From an optimization exercise on the open Yosys and OpenROAD flow, aimed at small area and a short achievable clock period; shortcuts taken in it are not production practice. In this exercise RTL edits were held to simulation tests only and were not proved equivalent to the original.

==> flow/design.v (outline; a module is shown in full before it is edited, if it fits) <==
// module montgomery_kyber: 1367 lines
// module kfa: 6 lines
// module k_a21bo: 5 lines
// module k_a21oi: 5 lines
// module k_and2: 5 lines
// module k_inv: 5 lines
// module k_mux2i: 5 lines
// module k_nand2: 5 lines
// module k_nor2: 5 lines
// module k_o21ai: 5 lines
// module k_o21bai: 5 lines
// module k_or2: 5 lines
// module k_orn2: 5 lines
// module k_xnor2: 5 lines
// module k_xor2: 5 lines
module montgomery_kyber(clk, a, b, out);
  // ...
==> flow/flow/run.sh <==
#!/bin/bash
set -euo pipefail
MARGIN=${MARGIN:-5.75}
BUF=${BUF:-sky130_fd_sc_hd__buf_1}
HERE=$(cd "$(dirname "$0")" && pwd)
bash standard.sh "SETUP_SLACK_MARGIN=$MARGIN" \
  "BUFFER_PORTS_ARGS=-buffer_cell $BUF" \
  "PRE_FLOORPLAN_TCL=$HERE/downsize.tcl" finish > flow_make.log 2>&1
==> flow/flow/downsize.tcl <==
# Before floorplanning: set every combinational cell to its smallest drive
# strength (x1) so that repair_timing sizes up only the cells that need it.
# Flip-flops are left as synthesis made them.
set db [ord::get_db]
set n 0
foreach inst [[ord::get_db_block] getInsts] {
  set m [[$inst getMaster] getName]
  if {[regexp {^(sky130_fd_sc_hd__[a-z0-9]+)_([0-9]+)$} $m -> base sz] && $sz > 1 && ![string match "*__df*" $base] && ![string match "*__dl*" $base]} {
    set new [$db findMaster ${base}_1]
    if {$new ne "NULL"} {
      $inst swapMaster $new
      incr n
    }
  }
}
puts "downsize: $n cells set to x1"
==> flow/standard.sh <==
#!/bin/bash
# synth_recipe.tcl (not shown) runs the flow's synth.tcl, then flattens the netlist and writes it again
# the make line also repeats each setting of config.mk as NAME=value (left out here)
make -C /OpenROAD-flow-scripts/flow DESIGN_CONFIG=/design/flow/config.mk WORK_HOME=/design/flow/orfs CLKGATE_MAP_FILE= SYNTH_SCRIPT=/design/flow/synth_recipe.tcl "${@:-finish}"
==> flow/config.mk <==
export PLATFORM = sky130hd
export DESIGN_NAME = montgomery_kyber
export DESIGN_NICKNAME = montgomery_kyber
export VERILOG_FILES = /design/flow/design.v
export SDC_FILE = /design/flow/constraint.sdc
export NUM_CORES = 4
export LEC_CHECK = 0
export CAP_MARGIN = 20
export CORE_MARGIN = 2
export CORE_UTILIZATION = 30
export CTS_BUF_LIST = sky130_fd_sc_hd__clkbuf_4 sky130_fd_sc_hd__clkbuf_8
export SETUP_SLACK_MARGIN = 5
export SLEW_MARGIN = 20
export SYNTH_HIERARCHICAL = 1
export SYNTH_MINIMUM_KEEP_SIZE = 0
==> flow/constraint.sdc <==
create_clock -name core_clock -period 12.0 [get_ports {clk}]
set_input_delay 2.4000 -clock core_clock [delete_from_list [all_inputs] [get_ports {clk}]]
set_output_delay 2.4000 -clock core_clock [all_outputs]
set_load 0.01 [all_outputs]
==> reports/qor.yml, run 1 <==
grt_pass1_vias: 4209
whs_path_depth: 3
syn_inst: 648
synth_nets: 799
largest_cell_class: "multi-input combinational cells"
crit_start: "a[5]"
status: "timing/DRC/antenna clean"
die_h_um: 141
nFlopsAndLatches: 25
dp.cells: 914
timing.hold.ws_ns: 2.65
busiest_layer: "met2"
reg_top3: "r x25"
min_period_ns: 6.07
hold_path_class: "input pin to flip-flop"
met2_length_mm: 5.44
final_cell_mix: "205 x nand2_1, 126 x fa_1, 56 x xor2_1"
clk_pin_slew_ns: 0.08
cp-end-kind: "flip-flop"
crit_path_end: "r[22]$_DFF_P_"
==> run 2, diff against run 1 <==
--- a/flow/config.mk
+++ b/flow/config.mk
@@ -9,3 +9,3 @@
 export CORE_MARGIN = 2
-export CORE_UTILIZATION = 30
+export CORE_UTILIZATION = 55
 export CTS_BUF_LIST = sky130_fd_sc_hd__clkbuf_4 sky130_fd_sc_hd__clkbuf_8
==> reports/qor.yml, run 2 <==
drt-vias-per-instance: 5.24  # was 4.45
setup-violations-final: 0  # unchanged
postCtsHoldBufs: 0  # unchanged
arrival_ns: 6.29  # was 6.26 ns
cts_tree: "yes"  # unchanged
fmax_mhz: 164  # was 165 MHz
largest_register_ffs: 25  # unchanged
grt.total_usage: 0.237  # was 0.129
top_register: "r"  # unchanged
coreArea_sq_um: 9820  # was 18100 sq um
crit_buf_inv: 3  # was 1
cp_cell_sequence: "buf_1, nand2_1, xnor2_1, fa_1, fa_1, fa_1, fa_1, inv_1, a21oi_1, o21ai_1, a21oi_4, o21ai_2, inv_1, o21ai_1, xnor2_1"  # was buf_2, nand2_1, fa_1, fa_1, fa_1, fa_1, fa_1, nand2_1, a21oi_2, o21ai_2, a21oi_2, o21ai_4, a21oi_1, xor2_1
busiest_layer: "met2"  # unchanged
status: "timing/DRC/antenna clean"  # unchanged
tns_ns: 0  # unchanged
drc: 0  # unchanged
layout_setup_ws_ns: 5.90  # was 5.93 ns
dr.pass1.iters: 5  # was 4
required_ns: 12.19  # about the same
grt_pass1_wl_mm: 21.0  # was 20.9 mm
final_cell_mix: "205 x nand2_1, 125 x fa_1, 55 x xor2_1"  # was 205 x nand2_1, 126 x fa_1, 56 x xor2_1
use_met2: 0.412  # was 0.201
critPathSlowestCell: "buf_1"  # was fa_1
cp-start-kind: "input pin"  # unchanged
layout-drive-gt1-share: 0.0806  # was 0.0649
io_pins: 37  # unchanged
critPathMaxFanout: 12  # unchanged
dr_total_vias: 4338  # was 4103
crit_top_cell: "fa_1"  # unchanged
slowest_delay_ns: 0.51  # was 0.56 ns
dp_hpwl_mm: 10.5  # was 10.2 mm
num_rows: 36  # was 49
cts.htree.levels: 1  # unchanged
slew_viol_final: 0  # unchanged
reg_top3: "r x25"  # unchanged
crit_type: "input pin to flip-flop"  # unchanged
cp-end-kind: "flip-flop"  # unchanged
grtUsageMet3: 0.0281  # was 0.0102
min_period_ns: 6.10  # was 6.07 ns
whs_path_depth: 3  # unchanged
hold_viol_final: 0  # unchanged
rsz0062_at_grt: "true"  # unchanged
dieArea_sq_um: 11000  # was 19800 sq um
drt_iter0_markers: 180  # was 187
fin_crit_sh: 0.508  # was 0.506
yosysWarnings: 7  # unchanged
numClockSinks: 25  # unchanged
cts.path.max_buffers: 2  # unchanged
clock-root-buffer: "clkbuf_8"  # unchanged
antenna_left: 0  # unchanged
hold_path_class: "input pin to flip-flop"  # unchanged
clk_pin_slew_ns: 0.09  # was 0.08 ns
final_nets: 847  # was 845
place_ws_ns: 5.00  # was 5.02 ns
grt_pass1_vias: 4505  # was 4209
antenna_found_initial: 0  # unchanged
numPortBuffers: 36  # unchanged
grt.overflow.total: 0  # unchanged
start_util: 0.570  # was 0.308
synth_nets: 799  # unchanged
maxSlewHeadroom: 0.539  # was 0.570
final_common_cell: "nand2_1"  # unchanged
min_to: "r[0]$_DFF_P_"  # unchanged
n_antenna_cell: 0  # unchanged
die_width_um: 105  # was 141 um
syn_inst: 648  # unchanged
die_h_um: 105  # was 141 um
routedWlPerCell_um: 14.9  # was 13.1 um
tightestPinTransition_ns: 0.691  # was 0.644 ns
cap_violations: 0  # unchanged
wirelength_mm: 12.4  # was 12.1 mm
cts_buffers: 3  # unchanged
cp_top_family: "adder cells"  # unchanged
gp_congestion: 0.877  # was 0.812
grt_max_degree: 17  # was 14
use_met1: 0.323  # was 0.198
timing.hold.ws_ns: 2.64  # was 2.65 ns
min_from: "a[0]"  # unchanged
[run 2: cell types whose count changed in the layout (fill, tap and decap cells not counted), moves of 2 or more]
cell,before,now
clkbuf_4,14,9
o21ai_2,2,4
buf_2,6,10
dfxtp_2,5,9
dfxtp_1,20,15
[run 2: worst max path at each step]
stage | from | to | slack, ns | depth (start not counted)
final | b[2] | r[23]$_DFF_P_ | 5.90 | 15
after global routing | a[10] | r[22]$_DFF_P_ | 5.71 | 13
after CTS | b[11] | r[22]$_DFF_P_ | 5.79 | 14
after detailed placement | b[11] | r[22]$_DFF_P_ | 5.00 | 14
after global placement | b[11] | r[23]$_DFF_P_ | 5.17 | 15
after floorplan | a[0] | r[23]$_DFF_P_ | 5.95 | 14
[run 2: layout make-up]
cell class                 count  area, sq um
fill                         913         3680
timing repair buffer          43          238
sequential                    25          515
clock inverter                 1         8.76
inverter                      46          173
tap                          133          166
clock buffer                   3         41.3
multi-input combinational    577         5000
[run 2: per-layer routing]
layer / vias to the layer above / wire length [um]
met5: - / 0
met3: 12 / 721
li1: 2079 / -
met1: 2120 / 5480
met4: 0 / 156
met2: 127 / 5990
[run 2: stage by stage]
| step | area, sq um | utilization | cells |
|---|---|---|---|
| after floorplan | 5600 | - | 648 |
| after global placement | 5910 | 0.602 | 818 |
| after detailed placement | 5910 | 0.602 | 818 |
| after CTS | 6000 | 0.611 | 823 |
| after global routing | 6140 | 0.626 | 828 |
| final | 6140 | 0.626 | 828 |
[run 2: repair_timing]
action | 4_1_cts | 5_1_grt
endpoints found under the setup margin | 24 | 23
buffers inserted | 1 | 5
gates resized for setup | 24 | 33
pin swaps | 0 | 3
==> run 3, diff against run 2 <==
--- a/flow/config.mk
+++ b/flow/config.mk
@@ -9,3 +9,3 @@
 export CORE_MARGIN = 2
-export CORE_UTILIZATION = 55
+export CORE_UTILIZATION = 40
 export CTS_BUF_LIST = sky130_fd_sc_hd__clkbuf_4 sky130_fd_sc_hd__clkbuf_8
==> reports/qor.yml, run 3 <==
slowest_delay_ns: 0.57  # was 0.51 ns
grt.overflow.total: 0  # unchanged
synth_nets: 799  # unchanged
routedWlPerCell_um: 14.0  # was 14.9 um
cp_top_family: "adder cells"  # unchanged
num_rows: 43  # was 36
timing.hold.ws_ns: 2.65  # was 2.64 ns
cts_buffers: 3  # unchanged
drt_iter0_markers: 221  # was 180
cts_tree: "yes"  # unchanged
crit_type: "input pin to flip-flop"  # unchanged
crit_path_end: "r[23]$_DFF_P_"  # unchanged
cap_violations: 0  # unchanged
dp_hpwl_mm: 10.5  # about the same
cp-end-kind: "flip-flop"  # unchanged
hold_path_class: "input pin to flip-flop"  # unchanged
status: "timing/DRC/antenna clean"  # unchanged
setup-violations-final: 0  # unchanged
drc: 0  # unchanged
grt.total_usage: 0.172  # was 0.237
clock-root-buffer: "clkbuf_8"  # unchanged
syn_inst: 648  # unchanged
dieArea_sq_um: 15000  # was 11000 sq um
final_core_util: 0.444  # was 0.626
tns_ns: 0  # unchanged
cts.htree.levels: 1  # unchanged
cts.path.max_buffers: 2  # unchanged
fin_crit_sh: 0.505  # was 0.508
final_common_cell: "nand2_1"  # unchanged
hold_viol_final: 0  # unchanged
start_util: 0.406  # was 0.570
clk_pin_slew_ns: 0.08  # was 0.09 ns
grt_pass1_wl_mm: 20.6  # was 21.0 mm
tightestPinTransition_ns: 0.598  # was 0.691 ns
antenna_left: 0  # unchanged
wirelength_mm: 12.2  # was 12.4 mm
postCtsHoldBufs: 0  # unchanged
slew_viol_final: 0  # unchanged
critPathMaxFanout: 12  # unchanged
coreArea_sq_um: 13800  # was 9820 sq um
antenna_found_initial: 0  # unchanged
rsz0062_at_grt: "true"  # unchanged
n_antenna_cell: 0  # unchanged
crit_top_cell: "fa_1"  # unchanged
reg_top3: "r x25"  # unchanged
cp-start-kind: "input pin"  # unchanged
final_nets: 843  # was 847
crit_start: "a[0]"  # was b[2]
grt_max_degree: 15  # was 17
drt-vias-per-instance: 4.83  # was 5.24
crit_buf_inv: 2  # was 3
cp.depth: 15  # unchanged
required_ns: 12.20  # was 12.19 ns
gp_congestion: 0.873  # was 0.877
io_pins: 37  # unchanged
layout-drive-gt1-share: 0.0550  # was 0.0806
yosysWarnings: 7  # unchanged
die_width_um: 122  # was 105 um
die_h_um: 122  # was 105 um
critPathSlowestCell: "fa_1"  # was buf_1
numPortBuffers: 36  # unchanged
arrival_ns: 6.26  # was 6.29 ns
dr.pass1.iters: 6  # was 5
numClockSinks: 25  # unchanged
largest_register_ffs: 25  # unchanged
cp_cell_sequence: "buf_2, nand2_1, fa_1, fa_1, fa_1, fa_1, fa_1, nand2_1, nand2_1, nor2_1, a21oi_4, o21ai_2, inv_1, o21ai_1, xnor2_1"  # was buf_1, nand2_1, xnor2_1, fa_1, fa_1, fa_1, fa_1, inv_1, a21oi_1, o21ai_1, a21oi_4, o21ai_2, inv_1, o21ai_1, xnor2_1
grt_pass1_vias: 4440  # was 4505
top_register: "r"  # unchanged
min_period_ns: 6.06  # was 6.10 ns
maxSlewHeadroom: 0.601  # was 0.539
final_cell_mix: "205 x nand2_1, 126 x fa_1, 57 x xor2_1"  # was 205 x nand2_1, 125 x fa_1, 55 x xor2_1
fmax_mhz: 165  # was 164 MHz
dr_total_vias: 4203  # was 4338
[run 3: metal layers]
| layer | track usage | share of wire | vias to the layer above |
|---|---|---|---|
| met5 | 0 | 0 | - |
| met4 | 0.0417 | 0.013 | 0 |
| met3 | 0.00651 | 0.032 | 11 |
| met2 | 0.299 | 0.49 | 85 |
| met1 | 0.239 | 0.47 | 2041 |
| li1 | - | - | 2066 |
[run 3: worst min-delay path by stage]
stage / endpoint / slack, ns / depth (start not counted) / from
2_1_floorplan: r[0]$_DFF_P_ / 2.59 / 2 / b[0]
3_3_place_gp: r[0]$_DFF_P_ / 3.02 / 3 / a[0]
3_5_place_dp: r[0]$_DFF_P_ / 3.05 / 3 / a[0]
4_1_cts: r[0]$_DFF_P_ / 2.64 / 3 / a[0]
5_1_grt: r[0]$_DFF_P_ / 2.69 / 3 / a[0]
6_report: r[0]$_DFF_P_ / 2.65 / 3 / a[0]
[run 3: layout make-up]
cell class | instances | area, sq um
timing repair buffer | 39 | 203
clock buffer | 3 | 41.3
fill | 1385 | 7660
tap | 180 | 225
clock inverter | 1 | 5.00
sequential | 25 | 504
inverter | 46 | 173
multi-input combinational | 577 | 4960
[run 3: timing repair]
| action | 4_1_cts | 5_1_grt |
|---|---|---|
| gates resized for setup | 21 | 19 |
| endpoints found under the hold margin | 0 | 0 |
| pin swaps | 0 | 1 |
| setup endpoints to repair | 12 | 20 |
| setup buffers | 1 | 1 |
[run 3: metrics by stage]
| step | setup slack [ns] | instances | cell area, sq um |
|---|---|---|---|
| CTS | 5.77 | 870 | 6050 |
| detailed placement | 5.06 | 865 | 5970 |
| global placement | 5.18 | 865 | 5970 |
| finish | 5.94 | 871 | 6110 |
| global route | 5.70 | 871 | 6110 |
| floorplan | 5.95 | 648 | 5600 |

static timing again, ports no longer ideal:
The flow's constraints put no driver on any port. The routed layouts listed below were extracted and timed again, unchanged, in two steps. Step 1 sets driving cells, clkbuf_16 on the clock port and buf_2 on the other inputs (assumed; they add their load-dependent delay and slew). Step 2 times the ports against the registers' clock, not the clock port: input delays grow and output delays shrink by t, the midpoint of the rising clock arrivals with the driver on. Slacks: ideal ports / drivers / drivers and shift; pairs: ideal ports / drivers.
run | shift t [ns] | slack for setup (ns) | worst hold slack (ns) | worst register clock-pin slew, ns
run 1 | 0.286 | 5.926 / 5.934 / 5.648 | 2.653 / 2.655 / 2.941 | 0.08 / 0.08
run 2 | 0.291 | 5.902 / 5.908 / 5.616 | 2.635 / 2.631 / 2.923 | 0.09 / 0.09
run 3 | 0.293 | 5.943 / 5.932 / 5.643 | 2.651 / 2.652 / 2.945 | 0.08 / 0.08
After both steps every run listed still meets setup and hold. The setup slack of run 3, which loses most, moves by -0.011 ns with the drivers and by -0.300 ns with both steps.
